Background: an optimization exercise with open tools, aiming at small area. Do not read the settings as production practice. In this exercise RTL edits were held to simulation tests only and were not proved equivalent to the original. The flow treats the clock pin as an ideal source, which a real chip does not have. Power is estimated from default activity; no workload was simulated.

`design/flow/config.mk`:
```
export PLATFORM = sky130hd
export DESIGN_NAME = game_core
export DESIGN_NICKNAME = game_core
export VERILOG_FILES = /design/flow/design.v
export SDC_FILE = /design/flow/constraint.sdc
export NUM_CORES = 4
export LEC_CHECK = 0
export CAP_MARGIN = 20
export CORE_MARGIN = 2
export CORE_UTILIZATION = 65
export CTS_BUF_LIST = sky130_fd_sc_hd__clkbuf_2 sky130_fd_sc_hd__clkbuf_4
export SLEW_MARGIN = 20
```
`design/flow/standard.sh`:
```
#!/bin/bash
# synth_recipe.tcl (not shown) runs the flow's synth.tcl, then flattens the netlist and writes it again
# the make line also repeats each setting of config.mk as NAME=value (left out here)
make -C /OpenROAD-flow-scripts/flow DESIGN_CONFIG=/design/flow/config.mk WORK_HOME=/design/flow/orfs CLKGATE_MAP_FILE= SYNTH_SCRIPT=/design/flow/synth_recipe.tcl "${@:-finish}"
```
`design/flow/flow/run.sh`:
```
#!/bin/bash
# Standard layout, except that the port buffers are the platform's smallest
# buffer (buf_1) instead of the default pick. Every tool's output is kept in
# a log file in the work folder.
set -euo pipefail
bash standard.sh BUFFER_PORTS_ARGS="-buffer_cell sky130_fd_sc_hd__buf_1" finish > standard_flow.log 2>&1
```
`design/flow/design.v`:
```
module mbullet #(parameter int DIR = 0)    
(
    input  logic       clk, rst, fe,
    input  logic       keep,               
    input  logic [9:0] px20, py20,         
    input  logic [9:0] cx, cy,             
    input  logic       cxok, cyok,         
    output logic [9:0] bx, by,
    output logic       hit
);
    function automatic logic ge10(input logic [9:0] a, input logic [9:0] b);
        logic g;
        g = 1'b1;
        for (int i = 0; i < 10; i++)
            g = (a[i] & ~b[i]) | (a[i] & g) | (~b[i] & g);
        ge10 = g;
    endfunction
    function automatic logic [9:0] add10(input logic [9:0] a, input logic [9:0] b);
        logic c;
        c = 1'b0;
        for (int i = 0; i < 10; i++) begin
            add10[i] = a[i] ^ b[i] ^ c;
            c = (a[i] & b[i]) | (a[i] & c) | (b[i] & c);
        end
    endfunction
    logic st, mv;                          
    logic [9:0] xin, yin;
    logic miss, inbox;
    wire m = fe & mv;
    always_comb begin
        xin = bx;
        yin = by;
        case (DIR)
            0: xin = add10(bx, {{8{m}}, 2'b00});
            1: xin = add10(bx, {7'd0, m, 2'b00});
            2: yin = add10(by, {{8{m}}, 2'b00});
            default: yin = add10(by, {7'd0, m, 2'b00});
        endcase
    end
    assign miss  = ge10(10'd40, yin) || (ge10(yin, 10'd434) && ge10(10'd1018, yin)) ||
                   ge10(10'd40, xin) || (ge10(xin, 10'd594) && ge10(10'd1018, xin));
    function automatic logic [10:0] sub10(input logic [9:0] a, input logic [9:0] b);
        logic c;
        c = 1'b1;
        for (int i = 0; i < 10; i++) begin
            sub10[i] = a[i] ^ ~b[i] ^ c;
            c = (a[i] & ~b[i]) | (a[i] & c) | (~b[i] & c);
        end
        sub10[10] = ~c;
    endfunction
    wire [10:0] hx = sub10(xin, cx);
    wire [10:0] hy = sub10(yin, cy);
    assign inbox = !hx[10] && ge10(10'd40, hx[9:0]) && cxok &&
                   !hy[10] && ge10(10'd40, hy[9:0]) && cyok;
    assign hit   = !st && !miss && inbox;
    always_ff @(posedge clk) begin
        if (rst || !keep || (fe && st) || (!st && (miss || inbox))) begin
            bx <= px20;
            by <= py20;
            mv <= 1'b0;
        end else begin
            bx <= xin;
            by <= yin;
            mv <= mv | fe;
        end
        if (rst)
            st <= 1'b1;
        else if (st)
            st <= 1'b0;
        else
            st <= miss || inbox;
    end
endmodule
module game_core(
    input  logic        clk,
    input  logic        reset,           
    input  logic        frame_clk,       
    input  logic [15:0] keycode,
    input  logic [9:0]  DrawX, DrawY,    
    output logic [2:0]  Health,
    output logic        active_key,
    output logic        dungeon_frame1, dungeon_frame2, dungeon_frame3,
    output logic        initial_frame, final_frame, game_over,
    output logic [9:0]  Monster_X, Monster_Y, Monster_X_2, Monster_Y_2,
    output logic [9:0]  monster_bullet_X_L, monster_bullet_Y_L,
                        monster_bullet_X_R, monster_bullet_Y_R,
                        monster_bullet_X_U, monster_bullet_Y_U,
                        monster_bullet_X_D, monster_bullet_Y_D,
    output logic [9:0]  bullet_X, bullet_Y,
    output logic [9:0]  char_frame_X, char_frame_Y,
    output logic        character_frame,
    output logic        is_character, is_monster1, is_monster2, is_monster3,
    output logic        is_bullet, is_bullet_l, is_bullet_r, is_bullet_u, is_bullet_d,
    output logic        is_heart, is_key,
    output logic [18:0] char_ra, background_ra, monster1_ra, monster2_ra, monster3_ra,
    output logic [18:0] bullet_ra, bullet_l_ra, bullet_r_ra, bullet_u_ra, bullet_d_ra,
    output logic [18:0] heart_ra, key_ra
);
    function automatic logic [10:0] sub10(input logic [9:0] a, input logic [9:0] b);
        logic c;
        c = 1'b1;
        for (int i = 0; i < 10; i++) begin
            sub10[i] = a[i] ^ ~b[i] ^ c;
            c = (a[i] & ~b[i]) | (a[i] & c) | (~b[i] & c);
        end
        sub10[10] = ~c;
    endfunction
    function automatic logic [10:0] nsub10(input logic [9:0] na, input logic [9:0] b);
        logic c;
        logic [9:0] t;
        c = 1'b0;
        for (int i = 0; i < 10; i++) begin
            t[i] = na[i] ^ b[i] ^ c;
            c = (na[i] & b[i]) | (na[i] & c) | (b[i] & c);
        end
        nsub10 = {c, ~t};
    endfunction
    function automatic logic ge10(input logic [9:0] a, input logic [9:0] b);
        logic g;
        g = 1'b1;
        for (int i = 0; i < 10; i++)
            g = (a[i] & ~b[i]) | (a[i] & g) | (~b[i] & g);
        ge10 = g;
    endfunction
    function automatic logic ge8(input logic [7:0] a, input logic [7:0] b);
        logic g;
        g = 1'b1;
        for (int i = 0; i < 8; i++)
            g = (a[i] & ~b[i]) | (a[i] & g) | (~b[i] & g);
        ge8 = g;
    endfunction
    function automatic logic [9:0] add10(input logic [9:0] a, input logic [9:0] b);
        logic c;
        c = 1'b0;
        for (int i = 0; i < 10; i++) begin
            add10[i] = a[i] ^ b[i] ^ c;
            c = (a[i] & b[i]) | (a[i] & c) | (b[i] & c);
        end
    endfunction
    function automatic logic [15:0] add16(input logic [15:0] a, input logic [15:0] b,
                                          input logic cin);
        logic c;
        c = cin;
        for (int i = 0; i < 16; i++) begin
            add16[i] = a[i] ^ b[i] ^ c;
            c = (a[i] & b[i]) | (a[i] & c) | (b[i] & c);
        end
    endfunction
    function automatic logic [15:0] mul42w(input logic [5:0] y, input logic [5:0] x, input logic wx, input logic wy);
        logic s0, k0, s1, k1, s2, k2, s3, k3, s4, k4, s5, k5, s6, k6, s7, k7, s8, k8, s9, k9, s10, k10, s11, k11, s12, k12, s13, k13, s14, k14, s15, k15, s16, k16, s17, k17, s18, k18, s19, k19, s20, k20, s21, k21, s22, k22, s23, k23;
        s0 = x[1] ^ y[0];
        k0 = x[1] & y[0];
        s1 = x[2] ^ y[1] ^ k0;
        k1 = (x[2] & y[1]) | (x[2] & k0) | (y[1] & k0);
        s2 = x[3] ^ y[2] ^ y[0];
        k2 = (x[3] & y[2]) | (x[3] & y[0]) | (y[2] & y[0]);
        s3 = k1 ^ s2;
        k3 = k1 & s2;
        s4 = x[4] ^ y[3] ^ y[1];
        k4 = (x[4] & y[3]) | (x[4] & y[1]) | (y[3] & y[1]);
        s5 = k2 ^ k3 ^ s4;
        k5 = (k2 & k3) | (k2 & s4) | (k3 & s4);
        s6 = x[5] ^ y[4] ^ y[2];
        k6 = (x[5] & y[4]) | (x[5] & y[2]) | (y[4] & y[2]);
        s7 = y[0] ^ k4 ^ k5;
        k7 = (y[0] & k4) | (y[0] & k5) | (k4 & k5);
        s8 = s6 ^ s7;
        k8 = s6 & s7;
        s9 = y[5] ^ y[3] ^ y[1];
        k9 = (y[5] & y[3]) | (y[5] & y[1]) | (y[3] & y[1]);
        s10 = wx ^ k6 ^ k7;
        k10 = (wx & k6) | (wx & k7) | (k6 & k7);
        s11 = k8 ^ s9 ^ s10;
        k11 = (k8 & s9) | (k8 & s10) | (s9 & s10);
        s12 = y[4] ^ y[2] ^ wx;
        k12 = (y[4] & y[2]) | (y[4] & wx) | (y[2] & wx);
        s13 = wy ^ k9 ^ k10;
        k13 = (wy & k9) | (wy & k10) | (k9 & k10);
        s14 = k11 ^ s12 ^ s13;
        k14 = (k11 & s12) | (k11 & s13) | (s12 & s13);
        s15 = y[5] ^ y[3] ^ wx;
        k15 = (y[5] & y[3]) | (y[5] & wx) | (y[3] & wx);
        s16 = wy ^ k12 ^ k13;
        k16 = (wy & k12) | (wy & k13) | (k12 & k13);
        s17 = k14 ^ s15 ^ s16;
        k17 = (k14 & s15) | (k14 & s16) | (s15 & s16);
        s18 = y[4] ^ wx ^ k15;
        k18 = (y[4] & wx) | (y[4] & k15) | (wx & k15);
        s19 = k16 ^ k17 ^ s18;
        k19 = (k16 & k17) | (k16 & s18) | (k17 & s18);
        s20 = y[5] ^ wy ^ k18;
        k20 = (y[5] & wy) | (y[5] & k18) | (wy & k18);
        s21 = k19 ^ s20;
        k21 = k19 & s20;
        s22 = wy ^ k20 ^ k21;
        k22 = (wy & k20) | (wy & k21) | (k20 & k21);
        s23 = wy ^ k22;
        k23 = wy & k22;
        mul42w = {wy, 1'b0, k23, s23, s22, s21, s19, s17, s14, s11, s8, s5, s3, s1, s0, x[0]};
    endfunction
    function automatic logic [11:0] mul42(input logic [5:0] y, input logic [5:0] x);
        logic s0, k0, s1, k1, s2, k2, s3, k3, s4, k4, s5, k5, s6, k6, s7, k7, s8, k8, s9, k9, s10, k10, s11, k11, s12, k12, s13, k13, s14, k14, s15, k15, s16, k16, s17, k17;
        s0 = x[1] ^ y[0];
        k0 = x[1] & y[0];
        s1 = x[2] ^ y[1] ^ k0;
        k1 = (x[2] & y[1]) | (x[2] & k0) | (y[1] & k0);
        s2 = x[3] ^ y[2] ^ y[0];
        k2 = (x[3] & y[2]) | (x[3] & y[0]) | (y[2] & y[0]);
        s3 = k1 ^ s2;
        k3 = k1 & s2;
        s4 = x[4] ^ y[3] ^ y[1];
        k4 = (x[4] & y[3]) | (x[4] & y[1]) | (y[3] & y[1]);
        s5 = k2 ^ k3 ^ s4;
        k5 = (k2 & k3) | (k2 & s4) | (k3 & s4);
        s6 = x[5] ^ y[4] ^ y[2];
        k6 = (x[5] & y[4]) | (x[5] & y[2]) | (y[4] & y[2]);
        s7 = y[0] ^ k4 ^ k5;
        k7 = (y[0] & k4) | (y[0] & k5) | (k4 & k5);
        s8 = s6 ^ s7;
        k8 = s6 & s7;
        s9 = y[5] ^ y[3] ^ y[1];
        k9 = (y[5] & y[3]) | (y[5] & y[1]) | (y[3] & y[1]);
        s10 = k6 ^ k7 ^ k8;
        k10 = (k6 & k7) | (k6 & k8) | (k7 & k8);
        s11 = s9 ^ s10;
        k11 = s9 & s10;
        s12 = y[4] ^ y[2] ^ k9;
        k12 = (y[4] & y[2]) | (y[4] & k9) | (y[2] & k9);
        s13 = k10 ^ k11 ^ s12;
        k13 = (k10 & k11) | (k10 & s12) | (k11 & s12);
        s14 = y[5] ^ y[3] ^ k12;
        k14 = (y[5] & y[3]) | (y[5] & k12) | (y[3] & k12);
        s15 = k13 ^ s14;
        k15 = k13 & s14;
        s16 = y[4] ^ k14 ^ k15;
        k16 = (y[4] & k14) | (y[4] & k15) | (k14 & k15);
        s17 = y[5] ^ k16;
        k17 = y[5] & k16;
        mul42 = {k17, s17, s16, s15, s13, s11, s8, s5, s3, s1, s0, x[0]};
    endfunction
    function automatic logic [11:0] mul140(input logic [4:0] y, input logic [7:0] x);
        logic s0, k0, s1, k1, s2, k2, s3, k3, s4, k4, s5, k5, s6, k6, s7, k7, s8, k8, s9, k9, s10, k10, s11, k11, s12, k12, s13, k13, s14, k14;
        s0 = x[2] ^ y[0];
        k0 = x[2] & y[0];
        s1 = x[3] ^ y[1] ^ y[0];
        k1 = (x[3] & y[1]) | (x[3] & y[0]) | (y[1] & y[0]);
        s2 = k0 ^ s1;
        k2 = k0 & s1;
        s3 = x[4] ^ y[2] ^ y[1];
        k3 = (x[4] & y[2]) | (x[4] & y[1]) | (y[2] & y[1]);
        s4 = k1 ^ k2 ^ s3;
        k4 = (k1 & k2) | (k1 & s3) | (k2 & s3);
        s5 = x[5] ^ y[3] ^ y[2];
        k5 = (x[5] & y[3]) | (x[5] & y[2]) | (y[3] & y[2]);
        s6 = k3 ^ k4 ^ s5;
        k6 = (k3 & k4) | (k3 & s5) | (k4 & s5);
        s7 = x[6] ^ y[4] ^ y[3];
        k7 = (x[6] & y[4]) | (x[6] & y[3]) | (y[4] & y[3]);
        s8 = k5 ^ k6 ^ s7;
        k8 = (k5 & k6) | (k5 & s7) | (k6 & s7);
        s9 = x[7] ^ y[4] ^ y[0];
        k9 = (x[7] & y[4]) | (x[7] & y[0]) | (y[4] & y[0]);
        s10 = k7 ^ k8 ^ s9;
        k10 = (k7 & k8) | (k7 & s9) | (k8 & s9);
        s11 = y[1] ^ k9 ^ k10;
        k11 = (y[1] & k9) | (y[1] & k10) | (k9 & k10);
        s12 = y[2] ^ k11;
        k12 = y[2] & k11;
        s13 = y[3] ^ k12;
        k13 = y[3] & k12;
        s14 = y[4] ^ k13;
        k14 = y[4] & k13;
        mul140 = {s14, s13, s12, s11, s10, s8, s6, s4, s2, s0, x[1], x[0]};
    endfunction
    function automatic logic [4:0] mul5(input logic [2:0] y, input logic [2:0] x);
        logic s0, k0, s1, k1, s2, k2, s3, k3, s4, k4, s5, k5;
        s0 = x[0] ^ y[0];
        k0 = x[0] & y[0];
        s1 = x[1] ^ y[1] ^ k0;
        k1 = (x[1] & y[1]) | (x[1] & k0) | (y[1] & k0);
        s2 = x[2] ^ y[2] ^ y[0];
        k2 = (x[2] & y[2]) | (x[2] & y[0]) | (y[2] & y[0]);
        s3 = k1 ^ s2;
        k3 = k1 & s2;
        s4 = y[1] ^ k2 ^ k3;
        k4 = (y[1] & k2) | (y[1] & k3) | (k2 & k3);
        s5 = y[2] ^ k4;
        k5 = y[2] & k4;
        mul5 = {s5, s4, s3, s1, s0};
    endfunction
    function automatic logic [12:0] bg5(input logic [8:0] y, input logic [2:0] x);
        logic s0, k0, s1, k1, s2, k2, s3, k3, s4, k4, s5, k5, s6, k6, s7, k7, s8, k8, s9, k9, s10, k10, s11, k11, s12, k12, s13, k13, s14, k14, s15, k15, s16, k16, s17, k17;
        s0 = x[0] ^ y[0];
        k0 = x[0] & y[0];
        s1 = x[1] ^ y[1] ^ k0;
        k1 = (x[1] & y[1]) | (x[1] & k0) | (y[1] & k0);
        s2 = x[2] ^ y[2] ^ y[0];
        k2 = (x[2] & y[2]) | (x[2] & y[0]) | (y[2] & y[0]);
        s3 = k1 ^ s2;
        k3 = k1 & s2;
        s4 = y[3] ^ y[1] ^ k2;
        k4 = (y[3] & y[1]) | (y[3] & k2) | (y[1] & k2);
        s5 = k3 ^ s4;
        k5 = k3 & s4;
        s6 = y[4] ^ y[2] ^ k4;
        k6 = (y[4] & y[2]) | (y[4] & k4) | (y[2] & k4);
        s7 = k5 ^ s6;
        k7 = k5 & s6;
        s8 = y[5] ^ y[3] ^ k6;
        k8 = (y[5] & y[3]) | (y[5] & k6) | (y[3] & k6);
        s9 = k7 ^ s8;
        k9 = k7 & s8;
        s10 = y[6] ^ y[4] ^ k8;
        k10 = (y[6] & y[4]) | (y[6] & k8) | (y[4] & k8);
        s11 = k9 ^ s10;
        k11 = k9 & s10;
        s12 = y[7] ^ y[5] ^ k10;
        k12 = (y[7] & y[5]) | (y[7] & k10) | (y[5] & k10);
        s13 = k11 ^ s12;
        k13 = k11 & s12;
        s14 = y[8] ^ y[6] ^ k12;
        k14 = (y[8] & y[6]) | (y[8] & k12) | (y[6] & k12);
        s15 = k13 ^ s14;
        k15 = k13 & s14;
        s16 = y[7] ^ k14 ^ k15;
        k16 = (y[7] & k14) | (y[7] & k15) | (k14 & k15);
        s17 = y[8] ^ k16;
        k17 = y[8] & k16;
        bg5 = {1'b0, k17, s17, s16, s15, s13, s11, s9, s7, s5, s3, s1, s0};
    endfunction
    logic fdly, fe;
    always_ff @(posedge clk) begin
        fdly <= frame_clk;
        fe   <= frame_clk & ~fdly;
    end
    localparam logic [2:0] S_START = 3'd0, S_L1 = 3'd1, S_W1 = 3'd2, S_W2 = 3'd3,
                           S_L2 = 3'd4, S_L3 = 3'd5, S_END = 3'd6, S_GO = 3'd7;
    logic [2:0] st, st_n;
    logic F1, F2, F3, Fkey, N2, N3, akey;
    logic F1_n, F2_n, F3_n, Fkey_n, N2_n, N3_n, akey_n;
    logic soft_reset;
    logic [2:0] health;
    logic [9:0] cx, cy;                   
    logic eng_finish, eng_hit;
    logic [1:0] last;                     
    wire inL1 = st == S_L1;
    wire inL2 = st == S_L2;
    wire inL3 = st == S_L3;
    wire act  = (inL1 & ~F1) | (inL2 & ~F2) | (inL3 & ~F3);
    wire [1:0] lvl = inL1 ? 2'd1 : inL2 ? 2'd2 : 2'd3;
    wire fin  = eng_finish & (act | (last == lvl));
    wire die  = health == 3'd0;
    wire k28 = keycode == 16'h0028;
    wire k29 = keycode == 16'h0029;
    wire k44 = keycode == 16'd44;
    wire cx_300_330 = ge10(cx, 10'd300) && ge10(10'd330, cx);
    wire cy_210_230 = ge10(cy, 10'd210) && ge10(10'd230, cy);
    always_comb begin
        st_n = st;
        F1_n = F1; F2_n = F2; F3_n = F3;
        Fkey_n = Fkey; N2_n = N2; N3_n = N3; akey_n = akey;
        soft_reset = 1'b0;
        case (st)
            S_START:
                if (k28) begin
                    st_n = S_L1;
                    soft_reset = 1'b1;
                    Fkey_n = 1'b0;
                    akey_n = 1'b0;
                end
            S_L1:
                if (fin)
                    F1_n = 1'b1;
                else if ((F1 && ge10(cx, 10'd540) && ge10(cy, 10'd220) && ge10(10'd260, cy)) || k44) begin
                    N2_n = 1'b1;
                    st_n = S_W1;
                end else if (F1 && cx_300_330 && ge10(10'd60, cy)) begin
                    N3_n = 1'b1;
                    st_n = S_W1;
                end else if (die)
                    st_n = S_GO;
            S_W1: begin
                st_n = S_W2;
                soft_reset = 1'b1;
            end
            S_W2: begin
                soft_reset = 1'b1;
                if (N2) begin
                    st_n = S_L2;
                    N2_n = 1'b0;
                end else if (N3) begin
                    st_n = S_L3;
                    N3_n = 1'b0;
                end else
                    st_n = S_L1;
            end
            S_L2:
                if (fin && !F2) begin
                    akey_n = 1'b1;
                    F2_n = 1'b1;
                end else if (akey && cx_300_330 && cy_210_230) begin
                    akey_n = 1'b0;
                    Fkey_n = 1'b1;
                end else if (F2 && Fkey && cy_210_230 && ge10(10'd60, cx))
                    st_n = S_W1;
                else if (die)
                    st_n = S_GO;
            S_L3:
                if (fin)
                    F3_n = 1'b1;
                else if (F3 && cx_300_330 && ge10(cy, 10'd380))
                    st_n = S_W1;
                else if (die)
                    st_n = S_GO;
                else if (F3 && Fkey && cx_300_330 && cy_210_230)
                    st_n = S_END;
            default: begin        
                soft_reset = 1'b1;
                if (k29) begin
                    F1_n = 1'b0; F2_n = 1'b0; F3_n = 1'b0;
                    st_n = S_START;
                end
            end
        endcase
    end
    always_ff @(posedge clk) begin
        if (reset) begin
            st <= S_START;
            F1 <= 1'b0; F2 <= 1'b0; F3 <= 1'b0;
            Fkey <= 1'b0; N2 <= 1'b0; N3 <= 1'b0; akey <= 1'b0;
        end else begin
            st <= st_n;
            F1 <= F1_n; F2 <= F2_n; F3 <= F3_n;
            Fkey <= Fkey_n; N2 <= N2_n; N3 <= N3_n; akey <= akey_n;
        end
    end
    always_ff @(posedge clk) begin
        if (reset)
            health <= 3'b111;
        else if (act) begin
            if (eng_hit)
                health <= health - 3'd1;
        end else if (!(inL1 | inL2 | inL3 | st == S_W1 | st == S_W2))
            health <= 3'b111;
    end
    always_ff @(posedge clk)
        if (act)
            last <= lvl;
    logic nact;
    logic [1:0] nlvl;
    always_comb begin
        nact = 1'b0;
        nlvl = 2'd1;
        if (st == S_START)
            nact = k28 & ~F1;
        else if (st == S_W2) begin
            if (N2) begin
                nlvl = 2'd2;
                nact = ~F2;
            end else if (N3) begin
                nlvl = 2'd3;
                nact = ~F3;
            end else
                nact = ~F1;
        end
    end
    wire hard = nact & ~reset & (last != nlvl);
    wire erst = ~act;
    wire keep = ~reset & ((st_n == S_L1 & ~F1_n) | (st_n == S_L2 & ~F2_n) | (st_n == S_L3 & ~F3_n));
    assign Health = health;
    assign active_key = akey;
    assign dungeon_frame1 = inL1;
    assign dungeon_frame2 = inL2;
    assign dungeon_frame3 = inL3;
    assign initial_frame = st == S_START;
    assign final_frame = st == S_END;
    assign game_over = st == S_GO;
    logic [1:0] cxm, cym;      
    logic [1:0] cxm_n, cym_n;
    logic cpic, cpic_n;
    wire [7:0] klo = keycode[7:0];
    wire [7:0] khi = keycode[15:8];
    wire cy_top = ge10(10'd40, cy);
    wire cy_bot = ge10(cy, 10'd389) && ge10(10'd973, cy);
    wire cx_rgt = ge10(cx, 10'd557) && ge10(10'd981, cx);
    wire cx_lft = ge10(10'd40, cx);
    wire xmv = fe & cxm[1];
    wire ymv = fe & cym[1];
    wire [9:0] cx_in = add10(cx, {{8{xmv & cxm[0]}}, xmv, 1'b0});
    wire [9:0] cy_in = add10(cy, {{8{ymv & cym[0]}}, ymv, 1'b0});
    always_comb begin
        cxm_n = (keycode == 16'd0) ? 2'b00 : cxm;
        cym_n = (keycode == 16'd0) ? 2'b00 : cym;
        cpic_n = cpic;
        if (fe) begin
            case (keycode)
                16'h001a: begin cym_n = 2'b11; cxm_n = 2'b00; end
                16'h0004: begin cxm_n = 2'b11; cym_n = 2'b00; cpic_n = 1'b1; end
                16'h0016: begin cym_n = 2'b10; cxm_n = 2'b00; end
                16'h0007: begin cxm_n = 2'b10; cym_n = 2'b00; cpic_n = 1'b0; end
                16'h1a04, 16'h041a: begin cxm_n = 2'b11; cym_n = 2'b11; cpic_n = 1'b1; end
                16'h1a07, 16'h071a: begin cxm_n = 2'b10; cym_n = 2'b11; cpic_n = 1'b0; end
                16'h0416, 16'h1604: begin cxm_n = 2'b11; cym_n = 2'b10; cpic_n = 1'b1; end
                16'h1607, 16'h0716: begin cxm_n = 2'b10; cym_n = 2'b10; cpic_n = 1'b0; end
                default: ;
            endcase
            if (cy_bot && (klo == 8'h16 || khi == 8'h16))
                cym_n = 2'b00;
            else if (cy_top && (klo == 8'h1a || khi == 8'h1a))
                cym_n = 2'b00;
            if (cx_rgt && klo == 8'h07) begin
                cxm_n = 2'b00;
                if (cy_top || cy_bot)
                    cym_n = 2'b00;
            end else if (cx_lft && klo == 8'h04) begin
                cxm_n = 2'b00;
                if (cy_top || cy_bot)
                    cym_n = 2'b00;
            end
        end
    end
    always_ff @(posedge clk) begin
        if (reset || soft_reset) begin
            cx <= 10'd50;
            cy <= 10'd50;
            cxm <= 2'b00;
            cym <= 2'b00;
            cpic <= 1'b0;
        end else begin
            cx <= cx_in;
            cy <= cy_in;
            cxm <= cxm_n;
            cym <= cym_n;
            cpic <= cpic_n;
        end
    end
    assign char_frame_X = cx;
    assign char_frame_Y = cy;
    assign character_frame = cpic;
    logic [1:0] h1;
    logic [9:0] p1x, p1y;
    logic [7:0] c1;
    logic [1:0] d1;            
    logic [1:0] m1;            
    logic [1:0] m1_n;
    logic pb_hit1, pb_hit2;    
    wire [9:0] q1x = hard ? 10'd320 : p1x;
    wire [9:0] q1y = hard ? 10'd240 : p1y;
    always_comb begin
        m1_n = ge8(c1, 8'd120) ? 2'd0 : m1;
        if (fe) begin
            if (d1 == 2'b00)
                m1_n = ge10(10'd40, p1y) ? 2'd0 : 2'd3;
            else if (d1 == 2'b01)
                m1_n = 2'd1;
            else
                m1_n = (ge10(p1x, 10'd579) && ge10(10'd1003, p1x)) ? 2'd0 : 2'd2;
        end
    end
    wire m1l = fe & (m1 == 2'd1);
    wire m1r = fe & (m1 == 2'd2);
    wire m1u = fe & (m1 == 2'd3);
    wire [9:0] p1x_mv = add10(p1x, {{9{m1l}}, m1l | m1r});
    wire [9:0] p1y_mv = add10(p1y, {10{m1u}});
    wire [7:0] c1_inc = 8'(add10({2'b0, c1}, {9'd0, fe}));
    always_ff @(posedge clk) begin
        begin
            if (pb_hit1 && !hard)
                h1 <= h1 - 2'd1;
            else if (erst)
                h1 <= 2'd3;
            if (h1 == 2'd0 && !hard) begin
                p1x <= 10'd0;
                p1y <= 10'd0;
            end else if (erst) begin
                p1x <= 10'd320;
                p1y <= 10'd240;
            end else begin
                p1x <= p1x_mv;
                p1y <= p1y_mv;
            end
            m1 <= erst ? 2'd0 : m1_n;
            if (!ge8(8'd240, c1) || erst)
                c1 <= 8'd0;
            else
                c1 <= c1_inc;
        end
        if (!ge10(cx, q1x))
            d1 <= 2'b01;
        else if (!ge10(cy, q1y))
            d1 <= 2'b00;
        else
            d1 <= 2'b11;
    end
    logic [1:0] h2;
    logic [9:0] p2x, p2y;
    logic [7:0] c2;
    logic [1:0] d2;            
    logic [2:0] m2;            
    logic [2:0] m2_n;
    wire [9:0] q2x = hard ? 10'd200 : p2x;
    wire [9:0] q2y = hard ? 10'd300 : p2y;
    wire [10:0] ex = sub10(q2x, cx);
    wire [10:0] ey = sub10(q2y, cy);
    wire sx = ex[10];
    wire sy = ey[10];
    wire [15:0] es = add16({{5{sx}}, ex}, {{5{sy}}, ey} ^ {16{sx ~^ sy}}, sx ~^ sy);
    wire ahor = sx ? (es[15] | (es == 16'd0)) : !es[15];
    wire [1:0] d2_n = ahor ? (sx ? 2'b11 : 2'b01) : (sy ? 2'b10 : 2'b00);
    always_comb begin
        m2_n = ge8(8'd80, c2) ? 3'd0 : m2;
        if (fe) begin
            case (d2)
                2'b00: m2_n = ge10(10'd40, p2y) ? 3'd0 : 3'b100;
                2'b01: m2_n = 3'b101;
                2'b10: m2_n = (ge10(p2y, 10'd419) && ge10(10'd1003, p2y)) ? 3'd0 : 3'b110;
                default: m2_n = (ge10(p2x, 10'd579) && ge10(10'd1003, p2x)) ? 3'd0 : 3'b111;
            endcase
        end
    end
    wire m2u = fe & (m2 == 3'b100);
    wire m2l = fe & (m2 == 3'b101);
    wire m2d = fe & (m2 == 3'b110);
    wire m2r = fe & (m2 == 3'b111);
    wire [9:0] p2x_mv = add10(p2x, {{8{m2l}}, m2r, m2l | m2r});
    wire [9:0] p2y_mv = add10(p2y, {{8{m2u}}, m2d, m2u | m2d});
    wire [7:0] c2_inc = 8'(add10({2'b0, c2}, {9'd0, fe}));
    always_ff @(posedge clk) begin
        begin
            if (pb_hit2 && !hard)
                h2 <= h2 - 2'd1;
            else if (erst)
                h2 <= 2'd3;
            if (h2 == 2'd0 && !hard) begin
                p2x <= 10'd0;
                p2y <= 10'd0;
            end else if (erst) begin
                p2x <= 10'd200;
                p2y <= 10'd300;
            end else begin
                p2x <= p2x_mv;
                p2y <= p2y_mv;
            end
            m2 <= erst ? 3'd0 : m2_n;
            if (!ge8(8'd160, c2) || erst)
                c2 <= 8'd0;
            else
                c2 <= c2_inc;
        end
        d2 <= d2_n;
    end
    wire [10:0] tx = sub10(cx, p2x);
    wire [10:0] ty = sub10(cy, p2y);
    wire m2_touch = !tx[10] && ge10(10'd20, tx[9:0]) && ge10(10'd1003, p2x) &&
                    !ty[10] && ge10(10'd20, ty[9:0]) && ge10(10'd1003, p2y);
    wire [9:0] p1x20 = keep ? (hard ? 10'd340 : add10(p1x, 10'd20)) : 10'd0;
    wire [9:0] p1y20 = keep ? (hard ? 10'd260 : add10(p1y, 10'd20)) : 10'd0;
    wire cxok = ge10(10'd983, cx);
    wire cyok = ge10(10'd983, cy);
    logic [9:0] blx, bly, brx, bry, bux, buy, bdx, bdy;
    logic bl_hit, br_hit, bu_hit, bd_hit;
    mbullet #(.DIR(0)) mb_l(.clk(clk), .rst(erst), .fe(fe), .keep(keep), .px20(p1x20), .py20(p1y20),
                            .cx(cx), .cy(cy), .cxok(cxok), .cyok(cyok),
                            .bx(blx), .by(bly), .hit(bl_hit));
    mbullet #(.DIR(1)) mb_r(.clk(clk), .rst(erst), .fe(fe), .keep(keep), .px20(p1x20), .py20(p1y20),
                            .cx(cx), .cy(cy), .cxok(cxok), .cyok(cyok),
                            .bx(brx), .by(bry), .hit(br_hit));
    mbullet #(.DIR(2)) mb_u(.clk(clk), .rst(erst), .fe(fe), .keep(keep), .px20(p1x20), .py20(p1y20),
                            .cx(cx), .cy(cy), .cxok(cxok), .cyok(cyok),
                            .bx(bux), .by(buy), .hit(bu_hit));
    mbullet #(.DIR(3)) mb_d(.clk(clk), .rst(erst), .fe(fe), .keep(keep), .px20(p1x20), .py20(p1y20),
                            .cx(cx), .cy(cy), .cxok(cxok), .cyok(cyok),
                            .bx(bdx), .by(bdy), .hit(bd_hit));
    logic pst;                 
    logic [1:0] pdir;          
    logic pmv;
    logic [9:0] pbx, pby;
    wire pm = fe & pmv & ~pst;
    wire pmu = pm & (pdir == 2'd0);
    wire pmr = pm & (pdir == 2'd1);
    wire pmd = pm & (pdir == 2'd2);
    wire pml = pm & (pdir == 2'd3);
    wire [9:0] pxin = add10(pbx, {{7{pml}}, pml | pmr, 2'b00});
    wire [9:0] pyin = add10(pby, {{7{pmu}}, pmu | pmd, 2'b00});
    wire pmiss = ge10(10'd40, pyin) || (ge10(pyin, 10'd434) && ge10(10'd1018, pyin)) ||
                 ge10(10'd40, pxin) || (ge10(pxin, 10'd594) && ge10(10'd1018, pxin));
    wire [10:0] g1x = sub10(pxin, p1x);
    wire [10:0] g1y = sub10(pyin, p1y);
    wire [10:0] g2x = sub10(pxin, p2x);
    wire [10:0] g2y = sub10(pyin, p2y);
    wire pbox1 = !g1x[10] && ge10(10'd40, g1x[9:0]) && ge10(10'd983, p1x) &&
                 !g1y[10] && ge10(10'd40, g1y[9:0]) && ge10(10'd983, p1y);
    wire pbox2 = !g2x[10] && ge10(10'd40, g2x[9:0]) && ge10(10'd983, p2x) &&
                 !g2y[10] && ge10(10'd40, g2y[9:0]) && ge10(10'd983, p2y);
    assign pb_hit1 = !pst && !pmiss && pbox1;
    assign pb_hit2 = !pst && !pmiss && !pbox1 && pbox2;
    wire pend = !pst && (pmiss || pbox1 || pbox2);
    always_ff @(posedge clk) begin
        if (erst || (fe && pst) || pend) begin
            pbx <= add10(cx, 10'd20);
            pby <= add10(cy, 10'd20);
            pmv <= 1'b0;
        end else begin
            pbx <= pxin;
            pby <= pyin;
            pmv <= pmv | fe;
        end
        if (erst)
            pst <= 1'b1;
        else if (pst) begin
            if (klo == 8'h52) begin
                pst <= 1'b0; pdir <= 2'd0;
            end else if (klo == 8'h51) begin
                pst <= 1'b0; pdir <= 2'd2;
            end else if (klo == 8'h50) begin
                pst <= 1'b0; pdir <= 2'd3;
            end else if (klo == 8'h4f) begin
                pst <= 1'b0; pdir <= 2'd1;
            end
        end else if (pend)
            pst <= 1'b1;
    end
    assign eng_finish = p1x == 10'd0 && p1y == 10'd0 && p2x == 10'd0 && p2y == 10'd0;
    assign eng_hit = bl_hit | br_hit | bu_hit | bd_hit | m2_touch;
    assign Monster_X = act ? p1x : 10'd0;
    assign Monster_Y = act ? p1y : 10'd0;
    assign Monster_X_2 = act ? p2x : 10'd0;
    assign Monster_Y_2 = act ? p2y : 10'd0;
    assign monster_bullet_X_L = blx;
    assign monster_bullet_Y_L = bly;
    assign monster_bullet_X_R = brx;
    assign monster_bullet_Y_R = bry;
    assign monster_bullet_X_U = bux;
    assign monster_bullet_Y_U = buy;
    assign monster_bullet_X_D = bdx;
    assign monster_bullet_Y_D = bdy;
    assign bullet_X = act ? pbx : 10'd0;
    assign bullet_Y = act ? pby : 10'd0;
    wire anydf = inL1 | inL2 | inL3;
    wire [9:0] nDrawX = ~DrawX;
    wire [9:0] nDrawY = ~DrawY;
    wire [10:0] chx = nsub10(nDrawX, cx);
    wire [10:0] chy = nsub10(nDrawY, cy);
    wire cbox = !chx[10] && !ge10(chx[9:0], 10'd42) && !chy[10] && !ge10(chy[9:0], 10'd50);
    assign is_character = cbox && !(initial_frame || final_frame || game_over);
    wire xpos = xmv & ~cxm[0];
    wire ypos = ymv & ~cym[0];
    wire [5:0] lx = 6'(nsub10({4'd0, nDrawX[5:0]}, {4'd0, cx_in[5:0]}));
    wire [5:0] ly = 6'(nsub10({4'd0, nDrawY[5:0]}, {4'd0, cy_in[5:0]}));
    wire wx = xpos & (chx[5:1] == 5'd0);
    wire wy = ypos & (chy[5:1] == 5'd0);
    wire [15:0] cra = mul42w(ly, lx, wx, wy);
    assign char_ra = is_character ? {3'd0, cra} : 19'd0;
    wire [10:0] s1x = nsub10(nDrawX, Monster_X);
    wire [10:0] s1y = nsub10(nDrawY, Monster_Y);
    wire mbox1 = Monster_X != 10'd0 && !s1x[10] && !ge10(s1x[9:0], 10'd42) && ge10(10'd981, Monster_X) &&
                 !s1y[10] && !ge10(s1y[9:0], 10'd50) && ge10(10'd973, Monster_Y);
    assign is_monster1 = mbox1 && dungeon_frame1;
    assign is_monster2 = mbox1 && !dungeon_frame1 && (dungeon_frame2 || dungeon_frame3);
    wire [11:0] m1ra = mul42(s1y[5:0], s1x[5:0]);
    assign monster1_ra = is_monster1 ? {7'd0, m1ra} : 19'd0;
    assign monster2_ra = is_monster2 ? {7'd0, m1ra} : 19'd0;
    wire [10:0] s2x = nsub10(nDrawX, Monster_X_2);
    wire [10:0] s2y = nsub10(nDrawY, Monster_Y_2);
    wire mbox2 = Monster_X_2 != 10'd0 && !s2x[10] && !ge10(s2x[9:0], 10'd42) && ge10(10'd981, Monster_X_2) &&
                 !s2y[10] && !ge10(s2y[9:0], 10'd50) && ge10(10'd973, Monster_Y_2);
    assign is_monster3 = mbox2 && anydf;
    wire [11:0] m3ra = mul42(s2y[5:0], s2x[5:0]);
    assign monster3_ra = is_monster3 ? {7'd0, m3ra} : 19'd0;
    function automatic logic [5:0] bbox(input logic [9:0] dx, input logic [9:0] dy,
                                        input logic [9:0] bx, input logic [9:0] by);
        logic [10:0] sx, sy;
        sx = nsub10(dx, bx);
        sy = nsub10(dy, by);
        bbox[0] = !sx[10] && sx[9:3] == 7'd0 && !ge10({7'd0, sx[2:0]}, 10'd5) && ge10(10'd1018, bx) &&
                  !sy[10] && sy[9:3] == 7'd0 && !ge10({7'd0, sy[2:0]}, 10'd5) && ge10(10'd1018, by);
        bbox[5:1] = mul5(sy[2:0], sx[2:0]);
    endfunction
    wire [5:0] bl = bbox(nDrawX, nDrawY, monster_bullet_X_L, monster_bullet_Y_L);
    wire [5:0] br = bbox(nDrawX, nDrawY, monster_bullet_X_R, monster_bullet_Y_R);
    wire [5:0] bu = bbox(nDrawX, nDrawY, monster_bullet_X_U, monster_bullet_Y_U);
    wire [5:0] bd = bbox(nDrawX, nDrawY, monster_bullet_X_D, monster_bullet_Y_D);
    wire [5:0] bp = bbox(nDrawX, nDrawY, bullet_X, bullet_Y);
    assign is_bullet_l = bl[0] && !ge10(10'd20, monster_bullet_X_L) && !ge10(10'd20, monster_bullet_Y_L);
    assign is_bullet_r = br[0] && !ge10(10'd20, monster_bullet_X_R) && !ge10(10'd20, monster_bullet_Y_R);
    assign is_bullet_u = bu[0] && !ge10(10'd20, monster_bullet_X_U) && !ge10(10'd20, monster_bullet_Y_U);
    assign is_bullet_d = bd[0] && !ge10(10'd20, monster_bullet_X_D) && !ge10(10'd20, monster_bullet_Y_D);
    assign is_bullet   = bp[0] && bullet_X != 10'd0 && bullet_Y != 10'd0;
    assign bullet_l_ra = is_bullet_l ? 19'(bl[5:1]) : 19'd0;
    assign bullet_r_ra = is_bullet_r ? 19'(br[5:1]) : 19'd0;
    assign bullet_u_ra = is_bullet_u ? 19'(bu[5:1]) : 19'd0;
    assign bullet_d_ra = is_bullet_d ? 19'(bd[5:1]) : 19'd0;
    assign bullet_ra   = is_bullet   ? 19'(bp[5:1]) : 19'd0;
    wire [15:0] hmax = add16({9'd0, health, 4'b0}, {11'd0, health, 2'b0}, 1'b0);
    assign is_heart = !ge10(DrawX, hmax[9:0]) && !ge10(DrawY, 10'd20) && anydf;
    wire [11:0] hra = mul140(DrawY[4:0], DrawX[7:0]);
    assign heart_ra = is_heart ? {7'd0, hra[11:0]} : 19'd0;
    assign is_key = akey && ge10(DrawX, 10'd300) && !ge10(DrawX, 10'd360) &&
                    ge10(DrawY, 10'd210) && !ge10(DrawY, 10'd245);
    wire [5:0] kx = 6'(add10({4'd0, DrawX[5:0]}, 10'd20));    
    wire [5:0] ky = 6'(add10({4'd0, DrawY[5:0]}, 10'd46));    
    wire [15:0] kra = add16({4'd0, ky, kx}, ~{8'd0, ky, 2'b00}, 1'b1);
    assign key_ra = is_key ? {7'd0, kra[11:0]} : 19'd0;
    wire [12:0] bgh = bg5(DrawY[9:1], DrawX[9:7]);
    assign background_ra = {bgh, DrawX[6:1]};
endmodule
```
`design/flow/constraint.sdc`:
```
create_clock -name core_clock -period 12.0 [get_ports {clk}]
set_input_delay 2.4000 -clock core_clock [delete_from_list [all_inputs] [get_ports {clk}]]
set_output_delay 2.4000 -clock core_clock [all_outputs]
set_load 0.01 [all_outputs]
```
==> impl_metrics.yaml, run 1 <==
outcome:
  outcome: "finished clean"
sta:
  final.setup.tns_ps: 0
  slew_headroom_pct: 14.00
  clock.fmax_mhz: 88.49
  maxSlewViolCount: 0
  worstMarginPinSlew_ps: 1286
  fin_crit_ps: 11300
  setup_viol: 0
  hold_violations: 0
  grt_setup_unrepaired: "no"
  fin_crit_sh_pct: 94.18
  final.setup_skew_ps: 68.12
  finalWorstSetupSlack_ps: 698.7
cts:
  clk_pin_slew_worst_paths_ps: 70
  clk_latency_ps: 810
  cts_setup_buffers: 0
  h-tree-depth: 3
  cts.sinks: 219
  cts_hold_buf: 0
  clock_path_buffers: 3
  cts_tree: "built"
  ctsResizeCount: 0
  cts_buffers: 67
  root_buffer: "clkbuf_4"
synth:
  synth_top_family_by_area: "adder cells"
  async_flop_share_pct: 0
  yosys-top-cells-area: "fa_1 (33%), dfxtp_1 (12%), ha_1 (7.7%)"
  synth-compound-area-share_pct: 9.098
  synthFlopType: "dfxtp_1"
  synthCells: 2753
  synth_edf_count: 58
  synth_mux_area_share_pct: 1.785
  synth_cell_type_count: 88
  yosys.area.top_type_share_pct: 32.53
  ys_seq_area_share_pct: 18.59
  synthAdderAreaFrac_pct: 40.45
  synth_xor_area_share_pct: 1.869
  avgSynthCellArea_um2: 9.701
  synthSimpleGateAreaFrac_pct: 17.03
  synth_area_um2: 26710
  synth_seq_cells: 219
  synth_warnings: 5
  synth_top_area_cell: "fa_1"
die:
  initial_utilization_pct: 65.56
  fp-row-count: 74
  die_area_um2: 42720
  fp.dieH_um: 206.7
  coreArea_um2: 40740
  io_pins: 449
  die_x_um: 206.7
place:
  post-dp-hpwl_mm: 77.21
  postPlaceCellArea_um2: 28410
  portBuffers: 334
  place_congestion: 1.036
  place_ws_ps: -42.73
  placedCellCount: 3612
worst_setup_path:
  crit_required_ps: 9600
  end_kind: "output port"
  reg2reg_slack_ps: 1910
  r2r_end: "d2[1]"
  cp.arrival_ps: 8900
  ff2ff_path_depth: 35
  critPathLaunchType: "register"
  r2r-start: "st[0]"
  crit_fanout: 28
  path_class: "register to output port"
global_routing:
  grt_antenna_before_repair: 3
  grt_pass1_vias: 23330
  grt_max_degree: 61
  grt_overflow: 0
  track_usage_pct: 47.23
  grt_pass1_wl_mm: 144.5
power_and_ir_drop:
  seqPwrFrac_pct: 40.6
  p_total_mw: 1.859
  clockPowerShare_pct: 41.0
  combinationalPowerShare_pct: 18.5
  p_leak_nw: 13.14
  switching_share_pct: 32.74
  p_sw_mw: 0.6088
  p_int_mw: 1.251
  peakVddDrop_mv: 0.08387
  power_per_cell_area_nw_per_um2: 63.54
drt:
  vias: 23601
  post_drt_wl_per_cell_um: 26.67
  wl_mm: 99.66
  via_per_inst: 6.317
  ant_nets: 0
  detail_route.iter0.violations: 2531
  drt_pass1_iterations: 8
  drc: 0
cells_and_area:
  area_growth_pct: 9.581
  layout-drive-gt1-share_pct: 8.349
  nets: 3787
  layout_common_cells: "inv_1 (466), fa_1 (426), buf_1 (333)"
  final_common_cell: "inv_1"
  finalInstanceArea_um2: 29270
  instances_no_fill: 3736
min_path:
  hp-start: "fdly"
  min_to: "fe"
  whs_path_depth: 1
  hold_class: "register to register"
flow_run:
  maxCapViolCount: 0
## cell usage after synthesis, types with 22 or more instances
cell type and instances:
nand2_1 134, nor3_2 36, o21ai_0 71, fa_1 434
a31oi_1 24, nor4_1 46, edfxtp_1 58, o21a_1 22
ha_1 165, nor2b_1 31, nor2_1 185, and3_1 30
clkbuf_1 47, a21oi_1 94, buf_4 121, mux2i_1 27
inv_1 466, dfxtp_1 161, and2_1 111, nor3_1 43
nand3_1 34, xor2_1 26, xnor2_1 31, nand4_1 51
## logic make-up after synthesis
family	count (synthesis)
buffers and inverters	653
AO/OA/AOI/OAI	360
multiplexers	45
XOR/XNOR	57
AND/OR/NAND/NOR	814
flip-flops	219
other	1
adder cells (fa/ha/maj)	604
## worst max path at each step
stage | from | cells past startpoint | end | slack, ps
after floorplan | keycode[10] | 39 | d2[0] | 30
after global placement | keycode[5] | 36 | d2[0] | 240
after detailed placement | keycode[5] | 36 | d2[0] | -40
after CTS | DrawX[1] | 26 | char_ra[12] | 820
after global routing | keycode[11] | 36 | d2[1] | 390
final | st[0] | 26 | monster2_ra[9] | 700
## per-layer routing
layer,vias to the layer above,global-route usage [%],part of all wire (%)
met2,1857,69.34,42
met4,0,32.24,8.4
li1,9747,-,-
met1,11510,58.91,35
met5,-,0.6912,0
met3,487,16.42,14
## worst max-delay path, stage by stage (launching register included)
cell	delay [ps]
dfxtp_1	760
nor2b_1	360
nand2b_1	90
a21o_2	230
inv_1	780
buf_4	300
nand2_1	220
fa_1	460
inv_1	70
fa_1	180
fa_1	410
inv_1	100
fa_1	410
ha_1	220
fa_1	410
fa_1	500
ha_1	140
inv_1	50
fa_1	470
inv_1	40
ha_1	190
fa_1	390
ha_1	200
inv_1	70
fa_1	500
nor2b_1	330
buf_1	200
## power by group through the flow
stage,clock network (mW),logic [mW],registers [mW]
final,0.762,0.343,0.755
after global routing,0.805,0.383,0.754
after CTS,0.763,0.335,0.755
after detailed placement,0,0.333,0.771
after global placement,0,0.317,0.771
after floorplan,0,0.232,0.770
## layout make-up
class / count / area [µm²]
Multi-Input combinational cell: 1994 / 19270
Fill cell: 3057 / 11470
Sequential cell: 219 / 4965
Timing Repair Buffer: 401 / 1758
Inverter: 466 / 1749
Clock buffer: 93 / 698.2
Tap cell: 532 / 665.6
Clock inverter: 25 / 140.1
Antenna cell: 6 / 15.01
## stage by stage
step                      hold slack (ps)  utilization, %
after global placement              375.1           69.74
after detailed placement            386.6           69.74
after CTS                           415.9           71.80
after global routing                429.0           71.82
final                               415.0           71.84
after floorplan                     367.4               -
## sequential cells by signal (all words and copies together), names as in the netlist, 3 cells and up
name and flops:
mb_d.by 10, p2y 10, mb_u.bx 10, mb_r.bx 10, p2x 10, p1y 10, mb_l.bx 10, mb_l.by 10
c1 8, mb_u.by 10, p1x 10, cx 9, m2 3, mb_r.by 10, cy 9, st 3
mb_d.bx 10, pbx 9, health 3, c2 8, pby 9
==> inputs of run 2 (changes only) <==
--- a/design/flow/config.mk
+++ b/design/flow/config.mk
@@ -8,5 +8,4 @@
 export CAP_MARGIN = 20
 export CORE_MARGIN = 2
 export CORE_UTILIZATION = 65
-export CTS_BUF_LIST = sky130_fd_sc_hd__clkbuf_2 sky130_fd_sc_hd__clkbuf_4
 export SLEW_MARGIN = 20
==> run 2 against run 1 <==
Compared with the run above:
- still clean on timing, DRC and antenna
- wire length shrank 0.32%
- setup slack worse by 150 ps
- fmax shrank 1.4%
- synthesized cell count stayed put
- clock-buffer cell count down 55
- critical path depth up 10
- combinational power hardly changed
- cell area rose by 0.35%
- sequential share of layout area is 0.059 points lower
- sequential cell count stayed put
- critical path type is now input pin to register
==> impl_metrics.yaml, run 2 <==
worst_setup_path:
  cpMostUsedCell: "fa_1"
  path_class: "input pin to register"
  cp_top_family: "adder cells"
  path_buf_inv: 7
  critPathLaunchType: "input pin"
  cp_slowest_cell: "or4_4"
  crit_fanout: 10
  crit_required_ps: 12470
  cp.arrival_ps: 11930
  slowest_delay_ps: 490
  ff2ff_path_depth: 35
  end_kind: "register"
  path_depth: 36
synth:
  synth_commonest_cells: "inv_1 (466), fa_1 (434), nor2_1 (185)"
  synth_seq_cells: 219
  synth_warnings: 5
  synth_edf_count: 58
  synth_area_um2: 26710
  ys_seq_area_share_pct: 18.59
  synth_cell_type_count: 88
  synthFlopType: "dfxtp_1"
  synthCells: 2753
  yosys.area.top_type_share_pct: 32.53
  avgSynthCellArea_um2: 9.701
  synth_top_area_cell: "fa_1"
  async_flop_share_pct: 0
  synth.most_common_cell: "inv_1"
  yosys-top-cells-area: "fa_1 (33%), dfxtp_1 (12%), ha_1 (7.7%)"
cts:
  clock_path_buffers: 3
  cts_setup_buffers: 0
  clk_pin_slew_worst_paths_ps: 60
  cts.sinks: 219
  cts_buffers: 27
  ctsResizeCount: 0
  h-tree-depth: 1
  cts_tree: "built"
  cts_hold_buf: 0
  root_buffer: "clkbuf_16"
  clk_latency_ps: 580
outcome:
  outcome: "finished clean"
power_and_ir_drop:
  clockPowerShare_pct: 44.4
  power_per_cell_area_nw_per_um2: 67.21
  p_sw_mw: 0.5919
  p_int_mw: 1.382
  p_leak_nw: 13.10
  peakVddDrop_mv: 0.1177
  combinationalPowerShare_pct: 17.4
  switching_share_pct: 29.99
  seqPwrFrac_pct: 38.2
die:
  initial_utilization_pct: 65.56
  die_x_um: 206.7
  io_pins: 449
  fp-row-count: 74
  fp.dieH_um: 206.7
  coreArea_um2: 40740
  die_area_um2: 42720
sta:
  holdWs_ps: 398.4
  final.setup_skew_ps: 18.56
  hold_violations: 0
  fin_crit_sh_pct: 95.47
  setup_viol: 0
  slew_headroom_pct: 20.02
  clock.fmax_mhz: 87.29
  grt_setup_unrepaired: "no"
  final.setup.tns_ps: 0
  fin_crit_ps: 11460
  worstMarginPinSlew_ps: 1190
  maxSlewViolCount: 0
drt:
  drc: 0
  post_drt_wl_per_cell_um: 27.12
  via_per_inst: 6.353
  vias: 23272
  wl_mm: 99.34
  detail_route.iter0.violations: 2685
  drt_pass1_iterations: 7
  ant_nets: 0
global_routing:
  grt_pass1_wl_mm: 144.2
  grt_max_degree: 61
  grt.busiest_layer: "met2"
  use_met1_pct: 59.67
  grt_use_met3_pct: 14.84
  grt_overflow: 0
  grt_use_met2_pct: 68.94
  grt_pass1_vias: 23024
  grt_antenna_before_repair: 3
  track_usage_pct: 46.91
cells_and_area:
  nets: 3747
  finalInstanceArea_um2: 29370
  instances_no_fill: 3663
  layout_common_cells: "inv_1 (466), fa_1 (426), buf_1 (333)"
  layout-drive-gt1-share_pct: 6.679
  area_growth_pct: 9.965
  final_common_cell: "inv_1"
place:
  post-dp-hpwl_mm: 77.21
  place_congestion: 1.036
  postPlaceCellArea_um2: 28410
  placedCellCount: 3612
  portBuffers: 334
min_path:
  hold_class: "register to register"
  whs_path_depth: 1
flow_run:
  maxCapViolCount: 0
## run 2: cell counts after synthesis
No cell type changed its count.
## run 2: per-stage QoR
stage          util (%)  power, mW  setup slack, ps
6_report          72.09      1.974            543.8
5_1_grt           72.08      2.040            155.0
4_1_cts           72.05      1.965            559.8
3_5_place_dp      69.74      1.104           -42.73
3_3_place_gp      69.74      1.088            240.4
2_1_floorplan         -      1.003            32.52
## run 2: area by class of cell
type	count	area, µm²
antenna	2	5.005
sequential	219	4965
fill	3049	11370
tap	532	665.6
multi-input combinational	1994	19280
inverter	466	1749
clock inverter	11	141.4
clock buffer	38	799.5
timing repair buffer	401	1758
## run 2: metal layers
metal	share of wire (%)	routed length, µm
met1	35	34470
met4	8.1	8054
met3	14	14230
met2	43	42520
met5	0.051	51
## run 2: power by group through the flow
stage / Sequential, mW / Clock, mW / Combinational [mW]
5_1_grt: 0.755 / 0.901 / 0.384
3_3_place_gp: 0.771 / 0 / 0.317
6_report: 0.755 / 0.876 / 0.343
2_1_floorplan: 0.770 / 0 / 0.232
3_5_place_dp: 0.771 / 0 / 0.333
4_1_cts: 0.755 / 0.875 / 0.336
## run 2: final timing paths
kind | startpoint | end | slack (ps)
max | keycode[5] | d2[0] | 540
min | fdly | fe | 400
max reg2reg | st[0] | d2[0] | 1880
min reg2reg | fdly | fe | 400
## run 2: logic make-up (layout without fill, tap and decap cells)
group           count (synthesis)  in the layout  synth area share, %
compound gates                360            360                9.098
xor+xnor                       57             57                1.869
fa+ha+maj                     604            604                40.45
buf+inv                       653            916                11.16
flops                         219            219                18.59
mux                            45             45                1.785
other cells                     1            116              0.01404
simple gates                  814            814                17.03
## run 2: worst register-to-register path, delay by kind of cell, from the launching register on
kind	cells	cell delay [ps]
AND/OR/NAND/NOR	4	1290
AO/OA/AOI/OAI	2	460
flip-flops	1	760
XOR/XNOR	2	510
adder cells (fa/ha/maj)	20	6520
multiplexers	1	90
buffers and inverters	6	410
==> inputs of run 3 (changes only) <==
--- a/design/flow/design.v
+++ b/design/flow/design.v
@@ -649,10 +649,8 @@
         end
         d2 <= d2_n;
     end
-    wire [10:0] tx = sub10(cx, p2x);
-    wire [10:0] ty = sub10(cy, p2y);
-    wire m2_touch = !tx[10] && ge10(10'd20, tx[9:0]) && ge10(10'd1003, p2x) &&
-                    !ty[10] && ge10(10'd20, ty[9:0]) && ge10(10'd1003, p2y);
+    wire m2_touch = ((ex[10] && ge10(ex[9:0], 10'd1004)) || ex == 11'd0) && ge10(10'd1003, p2x) &&
+                    ((ey[10] && ge10(ey[9:0], 10'd1004)) || ey == 11'd0) && ge10(10'd1003, p2y);
     wire [9:0] p1x20 = keep ? (hard ? 10'd340 : add10(p1x, 10'd20)) : 10'd0;
     wire [9:0] p1y20 = keep ? (hard ? 10'd260 : add10(p1y, 10'd20)) : 10'd0;
     wire cxok = ge10(10'd983, cx);
--- a/design/flow/config.mk
+++ b/design/flow/config.mk
@@ -8,4 +8,5 @@
 export CAP_MARGIN = 20
 export CORE_MARGIN = 2
 export CORE_UTILIZATION = 65
+export CTS_BUF_LIST = sky130_fd_sc_hd__clkbuf_2 sky130_fd_sc_hd__clkbuf_4
 export SLEW_MARGIN = 20
==> run 3 against run 2 <==
Compared with the run above:
- still clean on timing, DRC and antenna
- hold slack lost 11 ps
- total power shrank 3.8%
- clock power shrank 8.4%
- critical path depth shrank 1
- non-clock buffer count grew 9
- clock skew grew 54 ps
- sequential cell count is the same
- combinational power is essentially flat
- register-to-register slack lost 210 ps
- utilization grew 0.69 points
- fmax grew 1.7%
- critical path type unchanged
==> impl_metrics.yaml, run 3 <==
drt:
  drc: 0
  via_per_inst: 6.275
  drt_pass1_iterations: 8
  detail_route.iter0.violations: 2476
  ant_nets: 0
  wl_mm: 96.72
  vias: 23329
  post_drt_wl_per_cell_um: 26.01
sta:
  fin_crit_ps: 11270
  setup_viol: 0
  fin_crit_sh_pct: 93.90
  slew_headroom_pct: 13.21
  final.setup_skew_ps: 73.00
  hold_violations: 0
  grt_setup_unrepaired: "no"
  worstMarginPinSlew_ps: 1291
  maxSlewViolCount: 0
  final.setup.tns_ps: 0
  clock.fmax_mhz: 88.75
outcome:
  outcome: "finished clean"
cells_and_area:
  fill_cells: 3107
  layout-drive-gt1-share_pct: 8.794
  area_growth_pct: 10.00
  finalInstanceArea_um2: 29050
  final_common_cell: "inv_1"
  multi_input_area_um2: 18990
  layout_common_cells: "inv_1 (453), fa_1 (418), buf_1 (333)"
  nets: 3753
  fin_util_pct: 72.78
  seqCellArea_um2: 4965
  instances_no_fill: 3718
power_and_ir_drop:
  peakVddDrop_mv: 0.08515
  power_per_cell_area_nw_per_um2: 65.38
  p_leak_nw: 13.06
  p_total_mw: 1.899
cts:
  cts_setup_buffers: 0
  ctsResizeCount: 0
  cts_hold_buf: 0
  cts.sinks: 219
  cts_buffers: 67
  h-tree-depth: 3
  clock_path_buffers: 3
  cts_tree: "built"
  clk_pin_slew_worst_paths_ps: 60
  clk_latency_ps: 800
  root_buffer: "clkbuf_4"
die:
  coreArea_um2: 39910
  fp.dieH_um: 205.6
  io_pins: 449
  fp-row-count: 73
  die_x_um: 205.6
  die_area_um2: 42250
  initial_utilization_pct: 66.16
synth:
  async_flop_share_pct: 0
  yosys.area.top_type_share_pct: 31.69
  synth_warnings: 5
  synth_top_area_cell: "fa_1"
  synth_commonest_cells: "inv_1 (453), fa_1 (418), nor2_1 (180)"
  synth_area_um2: 26410
  synth.most_common_cell: "inv_1"
  ys_seq_area_share_pct: 18.80
  synth_seq_cells: 219
  synthCells: 2731
  synthFlopType: "dfxtp_1"
  avgSynthCellArea_um2: 9.670
  yosys-top-cells-area: "fa_1 (32%), dfxtp_1 (12%), ha_1 (7.7%)"
  synth_cell_type_count: 94
  synth_edf_count: 58
global_routing:
  grt_max_degree: 59
  grt_antenna_before_repair: 8
  grt_overflow: 0
  grt_pass1_vias: 22915
  grt_pass1_wl_mm: 140.0
  track_usage_pct: 46.22
worst_setup_path:
  end_kind: "register"
  cp.arrival_ps: 11880
  slowest_delay_ps: 580
  path_class: "input pin to register"
  crit_fanout: 7
  critPathLaunchType: "input pin"
  crit_required_ps: 12620
  cpMostUsedCell: "fa_1"
  cp_slowest_cell: "or4_4"
place:
  postPlaceCellArea_um2: 28130
  placedCellCount: 3589
  portBuffers: 334
  place_congestion: 1.059
  post-dp-hpwl_mm: 75.67
min_path:
  hold_class: "register to register"
flow_run:
  maxCapViolCount: 0
-- run 3: cell count changes in the layout (fill, tap and decap cells not counted), moves of 8 or more --
| cell | delta |
|---|---|
| buf_4 | +8 |
| fa_1 | -8 |
| inv_1 | -13 |
| nand2_1 | -8 |
| fa_2 | -8 |
| clkinv_1 | +13 |
| clkbuf_4 | +99 |
| clkbuf_16 | -29 |
-- run 3: area by class of cell --
| class | count | share of cell area, % |
|---|---|---|
| repair buffers | 410 | 6.276 |
| clock inverters | 21 | 0.5126 |
| clock buffers | 99 | 2.558 |
| multi-input cells | 1981 | 65.36 |
| well taps | 525 | 2.261 |
| diodes | 9 | 0.07753 |
| flip-flops and latches | 219 | 17.09 |
| inverters | 454 | 5.866 |
-- run 3: final timing paths --
kind	start	endpoint	depth (start not counted)	slack [ps]
worst max-delay path	keycode[13]	d2[0]	35	730
worst min-delay path	fdly	fe	1	390
worst min register to register	fdly	fe	1	390
worst max register to register	st[1]	d2[0]	36	1670
-- run 3: per-layer routing --
layer | part of all wire, % | track usage (%) | up-vias
li1 | - | - | 9709
met1 | 34 | 56.30 | 11340
met2 | 43 | 68.30 | 1831
met3 | 15 | 18.25 | 443
met4 | 7.5 | 30.01 | 6
met5 | 0.093 | 0 | -
-- run 3: kinds of logic (layout without fill, tap and decap cells) --
logic type / count (synthesis) / in the layout / share of synthesized area, %
and+or+nand+nor: 827 / 827 / 17.72
buffers and inverters: 644 / 984 / 11.06
adders and majority gates: 590 / 590 / 39.75
AOI/OAI and AO/OA: 344 / 344 / 8.775
DFF: 219 / 219 / 18.80
xor gates and xnor gates: 55 / 55 / 1.824
muxes: 51 / 51 / 2.052
other: 1 / 123 / 0.01420
-- run 3: metrics by stage --
step	setup WS, ps	hold WS (ps)
4_1_cts	861.6	390.2
5_1_grt	425.0	412.2
3_5_place_dp	112.2	383.1
2_1_floorplan	31.40	367.4
6_report	732.3	387.3
3_3_place_gp	202.2	376.2
-- run 3: critical path, delay by kind of cell --
kind | cells | cell delay [ps]
adders and majority gates | 20 | 6810
buffers and inverters | 6 | 390
muxes | 1 | 290
xor gates and xnor gates | 1 | 230
and+or+nand+nor | 5 | 1300
AOI/OAI and AO/OA | 2 | 450
-- run 3: report_power, final --
| part | switching (mW) | leakage [nW] | internal, mW | total [mW] |
|---|---|---|---|---|
| registers | 0.000912 | 1.97 | 0.754 | 0.755 |
| logic | 0.226 | 10.6 | 0.117 | 0.343 |
| clock network | 0.379 | 0.524 | 0.422 | 0.802 |
| total | 0.606 | 13.1 | 1.29 | 1.90 |
==> inputs of run 4 (changes only) <==
==> design/flow/flow/run.sh (replaced) <==
#!/bin/bash
# Standard layout, except that the port buffers are the platform's smallest
# buffer (buf_1) instead of the default pick, and that after CTS the cells on
# paths with spare slack are downsized (flow/recover.tcl, run as the CTS
# step's POST hook). Every tool's output is kept in a log file in the work
# folder (ORFS's own logs under orfs/logs, make's output in standard_flow.log).
set -euo pipefail
bash standard.sh BUFFER_PORTS_ARGS="-buffer_cell sky130_fd_sc_hd__buf_1" \
    POST_CTS_TCL="$PWD/flow/recover.tcl" SKIP_REPAIR_TIE_FANOUT=1 finish > standard_flow.log 2>&1
==> design/flow/flow/recover.tcl (new file) <==
# After CTS: downsize cells on paths with spare slack to recover area, then
# legalize the placement again.
log_cmd estimate_parasitics -placement
log_cmd repair_timing -recover_power 100 -setup_margin 0.1 -verbose
log_cmd detailed_placement
check_placement -verbose
log_cmd estimate_parasitics -placement
report_worst_slack -max
report_design_area
==> run 4 against run 3 <==
Compared with the run above:
- hold slack gained 15 ps
- utilization shrank 1.7 points
- cell count shrank 3.2%
- cell area shrank 2.3%
- sequential share of layout area grew 0.40 points
- synthesized area is the same
- die area is the same
- sequential power is essentially flat
- largest power group unchanged
==> impl_metrics.yaml, run 4 <==
drt:
  ant_nets: 0
  post_drt_wl_per_cell_um: 27.09
  vias: 23058
  drc: 0
  detail_route.iter0.violations: 2967
  drt_pass1_iterations: 6
  via_per_inst: 6.405
  wl_mm: 97.53
sta:
  fin_crit_sh_pct: 96.92
  finalWorstSetupSlack_ps: 369.6
  final.setup_skew_ps: 71.13
  worstMarginPinSlew_ps: 1294
  final.setup.tns_ps: 0
  setup_viol: 0
  hold_violations: 0
  grt_setup_unrepaired: "no"
  clock.fmax_mhz: 85.98
  slew_headroom_pct: 12.91
  fin_crit_ps: 11630
  maxSlewViolCount: 0
synth:
  synth_area_um2: 26410
  synth_cell_type_count: 94
  yosys.area.top_type_share_pct: 31.69
  synth_warnings: 5
  synthFlopType: "dfxtp_1"
  synth_top_area_cell: "fa_1"
  yosys-top-cells-area: "fa_1 (32%), dfxtp_1 (12%), ha_1 (7.7%)"
  async_flop_share_pct: 0
  synth.most_common_cell: "inv_1"
  ys_seq_area_share_pct: 18.80
  synth_edf_count: 58
  avgSynthCellArea_um2: 9.670
  synth_commonest_cells: "inv_1 (453), fa_1 (418), nor2_1 (180)"
  synth_seq_cells: 219
  synthCells: 2731
power_and_ir_drop:
  p_leak_nw: 12.55
  seqPwrFrac_pct: 39.3
  combinationalPowerShare_pct: 18.2
  clockPowerShare_pct: 42.5
  power_per_cell_area_nw_per_um2: 67.57
  p_int_mw: 1.290
  peakVddDrop_mv: 0.08409
  switching_share_pct: 32.75
  p_sw_mw: 0.6282
place:
  place_ws_ps: 96.92
  post-dp-hpwl_mm: 76.44
  place_congestion: 1.031
  portBuffers: 334
cells_and_area:
  layout_common_cells: "inv_1 (452), fa_1 (418), buf_1 (331)"
  nets: 3638
  area_growth_pct: 7.505
  layout-drive-gt1-share_pct: 7.261
  final_common_cell: "inv_1"
  fill_cells: 3199
min_path:
  hold_class: "register to register"
  min_to: "fe"
  whs_path_depth: 1
  hp-start: "fdly"
global_routing:
  grt_pass1_vias: 22718
  grt_pass1_wl_mm: 143.1
  grt_use_met3_pct: 19.12
  track_usage_pct: 47.08
  grt_max_degree: 115
  grt_overflow: 0
  use_met1_pct: 59.46
  grt.busiest_layer: "met2"
  grt_use_met2_pct: 68.03
  grt_antenna_before_repair: 6
worst_setup_path:
  r2r-start: "st[1]"
  crit_required_ps: 9600
  end_kind: "output port"
  cp.arrival_ps: 9230
  slowest_delay_ps: 820
  path_class: "register to output port"
  cp_slowest_cell: "o2111a_1"
  ff2ff_path_depth: 31
  critPathLaunchType: "register"
  crit_fanout: 29
  r2r_end: "d2[1]"
  reg2reg_slack_ps: 1290
  cpMostUsedCell: "fa_1"
die:
  io_pins: 449
  fp.dieH_um: 205.6
  coreArea_um2: 39910
  initial_utilization_pct: 66.16
  die_area_um2: 42250
  die_x_um: 205.6
  fp-row-count: 73
cts:
  cts_tree: "built"
  clk_latency_ps: 810
  cts.sinks: 219
  clk_pin_slew_worst_paths_ps: 80
flow_run:
  maxCapViolCount: 0
outcome:
  outcome: "finished clean"
run 4: worst max-delay path: cells and delay by family (launching register included):
family | cells | cell delay [ps]
buffers and inverters | 6 | 1530
AND/OR/NAND/NOR | 7 | 1610
adder cells (fa/ha/maj) | 10 | 3590
AO/OA/AOI/OAI | 2 | 1010
flip-flops | 1 | 680
run 4: how the worst max path moves through the flow:
stage	from	to	slack, ps	cells past startpoint
final	st[0]	monster1_ra[9]	370	25
after global placement	keycode[13]	d2[0]	280	35
after floorplan	keycode[13]	d2[0]	30	38
after detailed placement	keycode[13]	d2[0]	100	35
after global routing	st[0]	monster1_ra[9]	30	25
run 4: metrics by stage:
| step | cell area [µm²] | std cells | utilization, % | hold WS [ps] | total power [mW] |
|---|---|---|---|---|---|
| after detailed placement | 27650 | 3469 | 69.27 | 396.3 | 1.111 |
| after floorplan | 26430 | 2731 | - | 367.4 | 1.003 |
| after global placement | 27640 | 3468 | 69.26 | 386.2 | 1.098 |
| final | 28390 | 3600 | 71.13 | 402.5 | 1.918 |
| after global routing | 28380 | 3597 | 71.11 | 414.0 | 1.992 |
run 4: cells by family after synthesis:
group	Yosys count	synth area share [%]
simple gates	827	17.72
buf+inv	644	11.06
fa+ha+maj	590	39.75
compound gates	344	8.775
flops	219	18.80
xor+xnor	55	1.824
mux	51	2.052
other cells	1	0.01420
run 4: final cells by class:
| type | instances | area, µm² | share of cell area [%] |
|---|---|---|---|
| clock inverters | 33 | 217.7 | 0.7669 |
| repair buffers | 407 | 1740 | 6.130 |
| diodes | 4 | 10.01 | 0.03526 |
| inverters | 454 | 1708 | 6.016 |
| well taps | 525 | 656.9 | 2.314 |
| clock buffers | 90 | 675.6 | 2.380 |
| multi-input cells | 1868 | 18420 | 64.87 |
| flip-flops and latches | 219 | 4965 | 17.49 |
run 4: power groups by stage:
stage | logic, mW | registers [mW] | clock network (mW)
after global routing | 0.387 | 0.754 | 0.852
final | 0.349 | 0.754 | 0.815
after floorplan | 0.232 | 0.771 | 0
after global placement | 0.328 | 0.771 | 0
after detailed placement | 0.340 | 0.771 | 0
run 4: routing by layer:
layer | wire [µm] | vias to the layer above
li1 | - | 9611
met1 | 34300 | 11330
met2 | 41380 | 1701
met3 | 15000 | 414
met4 | 6833 | 2
met5 | 15 | -

what the ideal ports hide:
In the flow no input, the clock included, has a driving cell. The finished layouts below were timed again as built, in two steps. Step 1 sets driving cells, clkbuf_16 on the clock port and buf_2 on the other inputs (assumed; they add their load-dependent delay and slew). Step 2 times the ports against the registers' clock, not the clock port: input delays grow and output delays shrink by t, the midpoint of the rising clock arrivals with the driver on. Slacks: ideal / step 1 / step 2; pairs: ideal / step 1.
run | t, ns | setup WS [ns]
run 1 | 0.828 | 0.699 / 0.645 / -0.001
run 2 | 0.625 | 0.544 / 0.576 / -0.050
run 3 | 0.809 | 0.732 / 0.762 / -0.047
run 4 | 0.825 | 0.370 / 0.315 / -0.238
With both steps, setup timing fails in every run listed, where it was met with ideal ports.
